This is an optimization exercise on Yosys and OpenROAD, whose aim is small area, a short achievable clock period and few clock cycles per item, not a production implementation.
In this exercise RTL edits were held to simulation tests only and were not proved equivalent to the original.

## multiplier_unit
module multiplier_unit #(
    parameter DATA_WIDTH = 32
) (
    input  wire                      clk,
    input  wire                      rst_n,
    input  wire                      req,
    input  wire [2:0]                funct3,
    input  wire                      funct7_bit5,
    output reg                       ready,
    output reg                       valid,
    input  wire [DATA_WIDTH-1:0]     operand_a,
    input  wire [DATA_WIDTH-1:0]     operand_b,
    output reg  [DATA_WIDTH-1:0]     result
);
Size in the first run: about 1100 cells after synthesis, about 120 flip-flops, ~110 I/O pins.
export LEC_CHECK = 0
export CAP_MARGIN = 20
export CORE_MARGIN = 2
export CORE_UTILIZATION = 60
export CTS_BUF_LIST = sky130_fd_sc_hd__clkbuf_8
export CTS_CLUSTER_SIZE = 30
export SLEW_MARGIN = 20
create_clock -name core_clock -period 15.0 [get_ports {clk}]
standard.sh (not shown) runs the stock make flow with config.mk's settings and CLKGATE_MAP_FILE= SYNTH_SCRIPT=/design/flow/synth_recipe.tcl, a recipe that flattens the netlist after the stock synthesis.
==> flow/flow/run.sh <==
#!/bin/bash
# The standard layout (the standard.sh, unchanged synthesis and SDC) with
# two changes to how the layout is optimised:
#  - repair_timing is asked to leave extra setup slack, so the layout is
#    optimised below the (loose) constraint period;
#  - every input and output port still gets a buffer, but a plain buf_1
#    instead of the delay buffer that buffer_ports would pick by default.
set -o pipefail
bash standard.sh SETUP_SLACK_MARGIN=10.5 \
    "BUFFER_PORTS_ARGS=-buffer_cell sky130_fd_sc_hd__buf_1" \
    finish > standard.log 2>&1
The first run completed with no timing, DRC or antenna violations.
Testbench counts at the start, summed over its fixed seeds: cycles 26,822, ops 2,400.
Rerun with:
==> flow/flow/run.sh (replaced) <==
#!/bin/bash
# The standard layout (the standard.sh, unchanged synthesis and SDC) with
# two changes to how the layout is optimised:
#  - repair_timing is asked to leave extra setup slack, so the layout is
#    optimised below the (loose) constraint period;
#  - every input and output port still gets a buffer, but a plain buf_2
#    instead of the delay buffer that buffer_ports would pick by default.
set -o pipefail
bash standard.sh SETUP_SLACK_MARGIN=10.5 \
    "BUFFER_PORTS_ARGS=-buffer_cell sky130_fd_sc_hd__buf_2" \
    finish > standard.log 2>&1
--- a/flow/config.mk
+++ b/flow/config.mk
@@ -6,8 +6,7 @@
 export NUM_CORES = 4
 export LEC_CHECK = 0
+export ABC_AREA = 1
 export CAP_MARGIN = 20
 export CORE_MARGIN = 2
 export CORE_UTILIZATION = 60
-export CTS_BUF_LIST = sky130_fd_sc_hd__clkbuf_8
-export CTS_CLUSTER_SIZE = 30
 export SLEW_MARGIN = 20
Outcome: The changed run went through all stages and came out clean; worst hold slack barely changes; clock skew is about the same; setup slack improved by 0.050 ns; global-route usage increases by 1.7 points; wire length increases by 12%; final area increases by 10%.
Rerun with:
--- a/flow/config.mk
+++ b/flow/config.mk
@@ -6,7 +6,9 @@
 export NUM_CORES = 4
 export LEC_CHECK = 0
-export ABC_AREA = 1
 export CAP_MARGIN = 20
 export CORE_MARGIN = 2
 export CORE_UTILIZATION = 60
+export CTS_BUF_LIST = sky130_fd_sc_hd__clkbuf_8
+export CTS_CLUSTER_SIZE = 30
+export PLACE_DENSITY = 0.75
 export SLEW_MARGIN = 20
What happened: The changed run completed without violations; first-iteration DRC count climbs by 25%; worst setup slack gets worse by 0.080 ns; wire length goes down by 10%; sequential cell count is unchanged; cell area is lower by 7.7%; fmax shrinks by 1.8%; global-route usage shrinks by 1.7 points; sequential share of layout area is higher by 1.8 points; hold slack gets worse by 0.0081 ns; core utilization came out lower by 0.15 points.

build 48:
Starting RTL as in the previous note.
// multiplier_unit
module multiplier_unit #(
    parameter DATA_WIDTH = 32
) (
    input  wire                      clk,
    input  wire                      rst_n,
    input  wire                      req,
    input  wire [2:0]                funct3,
    input  wire                      funct7_bit5,
    output reg                       ready,
    output reg                       valid,
    input  wire [DATA_WIDTH-1:0]     operand_a,
    input  wire [DATA_WIDTH-1:0]     operand_b,
    output reg  [DATA_WIDTH-1:0]     result
);
==> flow/config.mk <==
export PLATFORM = sky130hd
export DESIGN_NAME = multiplier_unit
export DESIGN_NICKNAME = multiplier_unit
export VERILOG_FILES = /design/flow/design.v
export SDC_FILE = /design/flow/constraint.sdc
export NUM_CORES = 4
export LEC_CHECK = 0
export ABC_AREA = 1
export CAP_MARGIN = 20
export CORE_MARGIN = 2
export CORE_UTILIZATION = 70
export CTS_BUF_LIST = sky130_fd_sc_hd__clkbuf_8
export CTS_CLUSTER_SIZE = 30
export SLEW_MARGIN = 20
==> flow/constraint.sdc <==
create_clock -name core_clock -period 15.0 [get_ports {clk}]
set_input_delay 3.0000 -clock core_clock [delete_from_list [all_inputs] [get_ports {clk}]]
set_output_delay 3.0000 -clock core_clock [all_outputs]
set_load 0.01 [all_outputs]
==> flow/flow/run.sh <==
#!/bin/bash
# The standard layout (the standard.sh, unchanged synthesis and SDC) with
# two changes to how the layout is optimised:
#  - repair_timing is asked to leave extra setup slack, so the layout is
#    optimised below the (loose) constraint period;
#  - every input and output port still gets a buffer, but a plain buf_2
#    instead of the delay buffer that buffer_ports would pick by default.
set -o pipefail
bash standard.sh SETUP_SLACK_MARGIN=10.5 \
    "BUFFER_PORTS_ARGS=-buffer_cell sky130_fd_sc_hd__buf_2" \
    finish > standard.log 2>&1
Testbench counts of build 48, summed over its fixed seeds: cycles 26,822, ops 2,400.
Here is what was changed in the inputs of build 31 compared with build 48.
# build 48
export LEC_CHECK = 0
export ABC_AREA = 1
export CAP_MARGIN = 20
export CORE_MARGIN = 2
export CORE_UTILIZATION = 70
export CTS_BUF_LIST = sky130_fd_sc_hd__clkbuf_8
export CTS_CLUSTER_SIZE = 30
export SLEW_MARGIN = 20
create_clock -name core_clock -period 15.0 [get_ports {clk}]
# build 31
export LEC_CHECK = 0
export CAP_MARGIN = 20
export CORE_MARGIN = 2
export CORE_UTILIZATION = 60
export CTS_BUF_LIST = sky130_fd_sc_hd__clkbuf_8
export CTS_CLUSTER_SIZE = 30
export SLEW_MARGIN = 20
export TNS_END_PERCENT = 5
create_clock -name core_clock -period 15.0 [get_ports {clk}]
-- flow/flow/run.sh --
<<< build 48, line 6
#  - every input and output port still gets a buffer, but a plain buf_2
>>> build 31, line 6
#  - every input and output port still gets a buffer, but a plain buf_1
<<< build 48, line 9
bash standard.sh SETUP_SLACK_MARGIN=10.5 \
    "BUFFER_PORTS_ARGS=-buffer_cell sky130_fd_sc_hd__buf_2" \
>>> build 31, line 9
bash standard.sh SETUP_SLACK_MARGIN=10.8 \
    "BUFFER_PORTS_ARGS=-buffer_cell sky130_fd_sc_hd__buf_1" \
[summary]
- Build 31 vs. build 48: first-pass GRT wire length went down 11%.
- Going from build 48 to build 31, detailed route wirelength on metal3 shrinks by 28%.
- Post-synthesis area per instance in build 31 is 23% above build 48.
- For build 48, the combinational family with the most area after synthesis was simple AND/OR/NAND/NOR gates, unlike build 31, where it was compound AO/OA/AOI/OAI gates.
- Summary: maximum frequency from static timing analysis, build 31 better than build 48
- Diff build 31..build 48 | number of buffers created by CTS | unchanged
- Build 31 vs build 48, leading cell type in the layout, fill and taps excluded: dfxtp_1 vs nand2_1
- Compare build 31 and build 48 | count of non-CTS buffers in the layout higher: build 31
- Comparing build 31 and build 48, met2 wire length is lower on build 31.
Changes in build 70 relative to build 31:
# build 31
export LEC_CHECK = 0
export CAP_MARGIN = 20
export CORE_MARGIN = 2
export CORE_UTILIZATION = 60
export CTS_BUF_LIST = sky130_fd_sc_hd__clkbuf_8
export CTS_CLUSTER_SIZE = 30
export SLEW_MARGIN = 20
export TNS_END_PERCENT = 5
create_clock -name core_clock -period 15.0 [get_ports {clk}]
# build 70
export LEC_CHECK = 0
export CAP_MARGIN = 20
export CORE_MARGIN = 2
export CORE_UTILIZATION = 65
export CTS_BUF_LIST = sky130_fd_sc_hd__clkbuf_8
export CTS_CLUSTER_SIZE = 30
export SLEW_MARGIN = 20
create_clock -name core_clock -period 15.0 [get_ports {clk}]
-- flow/flow/run.sh --
<<< build 31, line 9
bash standard.sh SETUP_SLACK_MARGIN=10.8 \
>>> build 70, line 9
bash standard.sh SETUP_SLACK_MARGIN=10.5 \
- Build 31 vs build 70, start point of the critical path: P_lo[28] vs c2_one
- Summary — vertical extent of the die, build 70 relative to build 31: lower, by about 4%.
- Per the comparison of build 70 with build 31, arrival time reported for the critical path endpoint has increased, final area dropped 1.9%.
- Diff build 31 -> build 70 | cell total after placement | decrease of 2.4%
- Build 70 vs build 31: number of ordinary and repair buffers in the finished layout down in build 70

The RTL this note starts from:
==> flow/design.v <==
module multiplier_unit #(
    parameter DATA_WIDTH = 32
) (
    input  wire                      clk,
    input  wire                      rst_n,
    input  wire                      req,
    input  wire [2:0]                funct3,
    input  wire                      funct7_bit5,
    output reg                       ready,
    output reg                       valid,
    input  wire [DATA_WIDTH-1:0]     operand_a,
    input  wire [DATA_WIDTH-1:0]     operand_b,
    output reg  [DATA_WIDTH-1:0]     result
);
    reg s_idle, s_mul, s_mul9, s_neg, s_div, s_fix, s_done;
    reg  [2:0]  op;
    reg  [5:0]  cnt;
    reg         asign;       
    reg         sub;         
    reg  [32:0] P_hi;        
    reg  [31:0] P_lo;        
    reg  [32:0] M;           
    reg c1_one, c1_two, c1_neg;      
    reg c2_one, c2_two, c2_neg;      
    reg c2_lo;                       
    wire f_div  = funct3[2];
    wire sa_mul = ~funct3[2] & ~(funct3[1] & funct3[0]);    
    wire sdv    = funct3[2] & ~funct3[0];                    
    wire sb     = (~funct3[2] & ~funct3[1]) | sdv;           
    wire neg_a  = sdv & operand_a[31];
    wire [36:0] Mx = {{4{M[32]}}, M};
    wire [36:0] A  = {{4{P_hi[32]}}, P_hi};
    wire [36:0] r1 = ({37{c1_one}} & Mx) | ({37{c1_two}} & {Mx[35:0], 1'b0});
    wire [36:0] r2 = ({37{c2_one}} & {Mx[34:0], 2'b0}) |
                     ({37{c2_two}} & {Mx[33:0], 3'b0}) |
                     ({37{c2_lo}}  & {5'b0, P_lo});
    wire [36:0] r1x = r1 ^ {37{c1_neg}};
    wire [36:0] r2x = r2 ^ {37{c2_neg}};
    wire [36:0] cs_s = A ^ r1x ^ r2x;
    wire [36:0] cs_c = {(A[35:0] & r1x[35:0]) | (A[35:0] & r2x[35:0]) | (r1x[35:0] & r2x[35:0]), c1_neg};
    wire [36:0] S = cs_s + cs_c + {36'b0, c2_neg};
    wire        nb    = M[32];
    wire        t_neg = S[32];                        
    wire [31:0] X8    = {P_hi[24:0], P_lo[31:25]};
    wire [32:0] cmp   = {1'b0, X8} + r1x[32:0] + {32'b0, c1_neg};    
    wire        skip  = sub & (cnt >= 6'd9) & (P_hi[32:25] == 8'd0) & cmp[32];
    wire        last  = ~skip & (cnt == 6'd1);
    wire bz     = (M[31:0] == 32'd0);
    wire fixdiv = (asign ^ nb) & ~bz & ~op[0];        
    function [2:0] booth;    
        input [2:0] w;
        begin
            booth[2] = w[1] ^ w[0];
            booth[1] = (w[2] & ~w[1] & ~w[0]) | (~w[2] & w[1] & w[0]);
            booth[0] = w[2];
        end
    endfunction
    wire [2:0] bn0_ld = booth({operand_a[1:0], 1'b0});
    wire [2:0] bn1_ld = booth(operand_a[3:1]);
    wire [2:0] bn0    = booth(P_lo[5:3]);
    wire [2:0] bn1    = booth(P_lo[7:5]);
    wire mul_end = s_mul & (cnt == 6'd1);
    wire go_mul9 = mul_end & ~asign & P_lo[3];
    wire mulh_end = mul_end & ~go_mul9 & (op[1:0] != 2'b00);
    wire div_end = s_div & last;
    wire rem_end = div_end & op[1];
    wire go_fix  = div_end & (op[1] ? (asign | t_neg) : fixdiv);
    wire ld     = s_idle | s_done;
    wire dv_one = s_div & ~skip;                  
    wire h_skip = s_div & skip;
    wire [32:0] hi_nx = ({33{s_mul}}               & S[36:4]) |
                        ({33{dv_one & ~last}}      & {S[31:0], P_lo[31]}) |
                        ({33{h_skip}}              & {P_hi[24:0], P_lo[31:24]});
    wire l_S = s_neg | s_fix | s_mul9 | rem_end;
    wire [31:0] lo_nx = ({32{ld}}                  & operand_a) |
                        ({32{s_mul & ~mulh_end}}   & {S[3:0], P_lo[31:4]}) |
                        ({32{mulh_end}}            & S[35:4]) |
                        ({32{l_S}}                 & S[31:0]) |
                        ({32{dv_one & ~rem_end}}   & {P_lo[30:0], ~t_neg}) |
                        ({32{h_skip}}              & {P_lo[23:0], 8'd0});
    wire [5:0] cnt_nx = ld ? (f_div ? 6'd33 : 6'd8) :
                        (cnt - (h_skip ? 6'd8 : {5'd0, s_mul | dv_one}));
    always @(posedge clk or negedge rst_n) begin
        if (!rst_n) begin
            s_idle <= 1'b1;
            s_mul  <= 1'b0;
            s_mul9 <= 1'b0;
            s_neg  <= 1'b0;
            s_div  <= 1'b0;
            s_fix  <= 1'b0;
            s_done <= 1'b0;
        end else begin
            s_idle <= (s_idle & ~req) | s_done;
            s_mul  <= (s_idle & req & ~f_div) | (s_mul & ~mul_end);
            s_mul9 <= go_mul9;
            s_neg  <= s_idle & req & neg_a;
            s_div  <= (s_idle & req & f_div & ~neg_a) | s_neg | (s_div & ~div_end);
            s_fix  <= go_fix;
            s_done <= (mul_end & ~go_mul9) | s_mul9 | (div_end & ~go_fix) | s_fix;
        end
    end
    always @(posedge clk) begin
        c1_one <= 1'b0; c1_two <= 1'b0; c1_neg <= 1'b0;
        c2_one <= 1'b0; c2_two <= 1'b0; c2_neg <= 1'b0;
        c2_lo  <= 1'b0;
        if (s_idle) begin
            if (f_div) begin
                c1_one <= ~neg_a;
                c1_neg <= ~(sb & operand_b[31]);
                c2_lo  <= neg_a;
                c2_neg <= neg_a;
            end else begin
                {c1_one, c1_two, c1_neg} <= bn0_ld;
                {c2_one, c2_two, c2_neg} <= bn1_ld;
            end
        end else if (s_mul) begin
            if (mul_end) begin
                c1_one <= go_mul9;
            end else begin
                {c1_one, c1_two, c1_neg} <= bn0;
                {c2_one, c2_two, c2_neg} <= bn1;
            end
        end else if (s_neg) begin
            c1_one <= 1'b1;
            c1_neg <= ~nb;
        end else if (s_div) begin
            if (~div_end) begin
                c1_one <= 1'b1;
                c1_neg <= (skip | ~t_neg) ^ nb;
            end else if (op[1]) begin
                c1_one <= t_neg;
                c1_neg <= t_neg & (asign ^ nb);
                c2_lo  <= 1'b1;
                c2_neg <= asign;
            end else begin
                c2_lo  <= 1'b1;
                c2_neg <= 1'b1;
            end
        end
        sub <= ~s_div | skip | ~t_neg;
        op     <= funct3;
        asign  <= (f_div ? sdv : sa_mul) & operand_a[31];
        M      <= {sb & operand_b[31], operand_b};
        cnt  <= cnt_nx;
        P_hi <= hi_nx;
        P_lo <= lo_nx;
    end
    always @(*) begin
        ready  = s_idle;
        valid  = s_done;
        result = P_lo;
    end
endmodule
clock: 15.0 ns
lec_check: 0
cap_margin: 20
core_margin: 2
core_utilization: 60
cts_buf_list: sky130_fd_sc_hd__clkbuf_4 sky130_fd_sc_hd__clkbuf_8
cts_cluster_diameter: 100
cts_cluster_size: 40
slew_margin: 20
==> flow/flow/run.sh <==
#!/bin/bash
# The standard layout (the standard.sh, unchanged synthesis and SDC) with
# two changes to how the layout is optimised:
#  - repair_timing is asked to leave extra setup slack, so the layout is
#    optimised below the (loose) constraint period;
#  - every input and output port still gets a buffer, but a plain buf_2
#    instead of the delay buffer that buffer_ports would pick by default.
set -o pipefail
bash standard.sh SETUP_SLACK_MARGIN=10.5 \
    "BUFFER_PORTS_ARGS=-buffer_cell sky130_fd_sc_hd__buf_2" \
    finish > standard.log 2>&1
Testbench counts at the start, summed over its fixed seeds: cycles 26,822, ops 2,400.
==> next run, changes <==
--- a/flow/flow/run.sh
+++ b/flow/flow/run.sh
@@ -8,3 +8,3 @@
 set -o pipefail
-bash standard.sh SETUP_SLACK_MARGIN=10.5 \
+bash standard.sh SETUP_SLACK_MARGIN=10.7 \
     "BUFFER_PORTS_ARGS=-buffer_cell sky130_fd_sc_hd__buf_2" \
Settings changed: CTS_BUF_LIST sky130_fd_sc_hd__clkbuf_4 sky130_fd_sc_hd__clkbuf_8 to sky130_fd_sc_hd__clkbuf_8, CTS_CLUSTER_DIAMETER 100 to not set, CTS_CLUSTER_SIZE 40 to 30.
What happened:
- The changed run passed the timing, design-rule and antenna checks
- fmax goes up by a few percent
- wire length goes up by a few percent
- clock skew stays flat
- core utilization goes up by 2.5 points
- setup slack improved by 0.094 ns
- via count goes up by a few percent
- synthesized area stays the same
- sequential share of layout area goes down by 0.67 points
- global-route usage goes up by 0.51 points
==> next run, changes <==
==> flow/flow/run.sh (replaced) <==
#!/bin/bash
# The standard layout (the standard.sh, unchanged synthesis and SDC) with
# two changes to how the layout is optimised:
#  - repair_timing is asked to leave extra setup slack, so the layout is
#    optimised below the (loose) constraint period;
#  - every input and output port still gets a buffer, but a plain buf_1
#    instead of the delay buffer that buffer_ports would pick by default.
set -o pipefail
bash standard.sh SETUP_SLACK_MARGIN=10.5 \
    "BUFFER_PORTS_ARGS=-buffer_cell sky130_fd_sc_hd__buf_1" \
    finish > standard.log 2>&1
Settings changed: TNS_END_PERCENT set to 20.
After rerunning: Clock-buffer cell count is unchanged; cell area decreases by 6.1%; synthesized area is unchanged; wire length decreases by 6.3%.
==> next run, changes <==
--- a/flow/flow/run.sh
+++ b/flow/flow/run.sh
@@ -8,3 +8,3 @@
 set -o pipefail
-bash standard.sh SETUP_SLACK_MARGIN=10.5 \
+bash standard.sh SETUP_SLACK_MARGIN=10.65 \
     "BUFFER_PORTS_ARGS=-buffer_cell sky130_fd_sc_hd__buf_1" \
Settings changed: TNS_END_PERCENT 20 to 5.
What happened: Global-route usage rose by 0.52 points; design area rose by 1.8%; clock-buffer cell count stays the same; register-to-register slack is better by 0.14 ns; critical path depth fell by 11.
==> next run, changes <==
==> flow/flow/run.sh (replaced) <==
#!/bin/bash
# The standard layout (the standard.sh, unchanged synthesis and SDC) with
# two changes to how the layout is optimised:
#  - repair_timing is asked to leave extra setup slack, so the layout is
#    optimised below the (loose) constraint period;
#  - every input and output port still gets a buffer, but a plain buf_2
#    instead of the delay buffer that buffer_ports would pick by default.
set -o pipefail
bash standard.sh SETUP_SLACK_MARGIN=10.5 \
    "BUFFER_PORTS_ARGS=-buffer_cell sky130_fd_sc_hd__buf_2" \
    finish > standard.log 2>&1
Settings changed: TNS_END_PERCENT 5 to not set.
Effect: Hold slack gets worse by 0.0094 ns; design area grows slightly; clock-buffer cell count is unchanged; wire length is higher by a few percent; worst setup slack loses 0.078 ns; via count went up slightly; core utilization goes up by 0.68 points; critical path depth is unchanged.

afterwards: timing with drivers on the ports:
The results above use ideal ports. As a check the final layouts listed here were re-extracted and re-timed, cells and wires unchanged. Step 1 (the two cells are an assumption about what drives the block):
set clk [get_ports {clk}]
set_driving_cell -lib_cell sky130_fd_sc_hd__clkbuf_16 $clk
set_driving_cell -lib_cell sky130_fd_sc_hd__buf_2 [delete_from_list [all_inputs] $clk]
Step 2 moves the port delays by t, midway between the first and last clock arrival at a register: inputs arrive t later, outputs are due t later. That takes back most of the time a late clock gives input paths. Three values: ideal, step 1, step 2; two values: the first two.
| run | t (ns) | slack for setup (ns) | worst setup path after step 2 | clock arrival spread, ns | worst slew at a driven data input, ns |
|---|---|---|---|---|---|
| the first run of note 1 | 0.499 | 10.556 / 10.556 / 10.556 | register to register | 0.011 / 0.011 | 0.04 |
| the second run of note 1 | 0.472 | 10.606 / 10.606 / 10.606 | register to register | 0.009 / 0.008 | 0.04 |
| the third run of note 1 | 0.505 | 10.526 / 10.526 / 10.526 | register to register | 0.016 / 0.016 | 0.05 |
| build 48 | 0.508 | 10.617 / 10.617 / 10.617 | register to register | 0.015 / 0.015 | 0.05 |
| build 31 | 0.512 | 10.675 / 10.631 / 10.748 | input to register | 0.013 / 0.013 | 0.04 |
| build 70 | 0.499 | 10.557 / 10.557 / 10.557 | register to register | 0.014 / 0.015 | 0.05 |
| the first run of note 3 | 0.498 | 10.589 / 10.544 / 10.627 | register to register | 0.016 / 0.017 | 0.04 |
| the second run of note 3 | 0.499 | 10.683 / 10.638 / 10.788 | register to register | 0.014 / 0.014 | 0.04 |
| the third run of note 3 | 0.503 | 10.583 / 10.571 / 10.583 | register to register | 0.012 / 0.012 | 0.04 |
| the fourth run of note 3 | 0.502 | 10.667 / 10.626 / 10.723 | register to register | 0.012 / 0.012 | 0.04 |
| the fifth run of note 3 | 0.498 | 10.589 / 10.544 / 10.627 | register to register | 0.016 / 0.017 | 0.04 |
After both steps setup and hold are still met in every run listed.
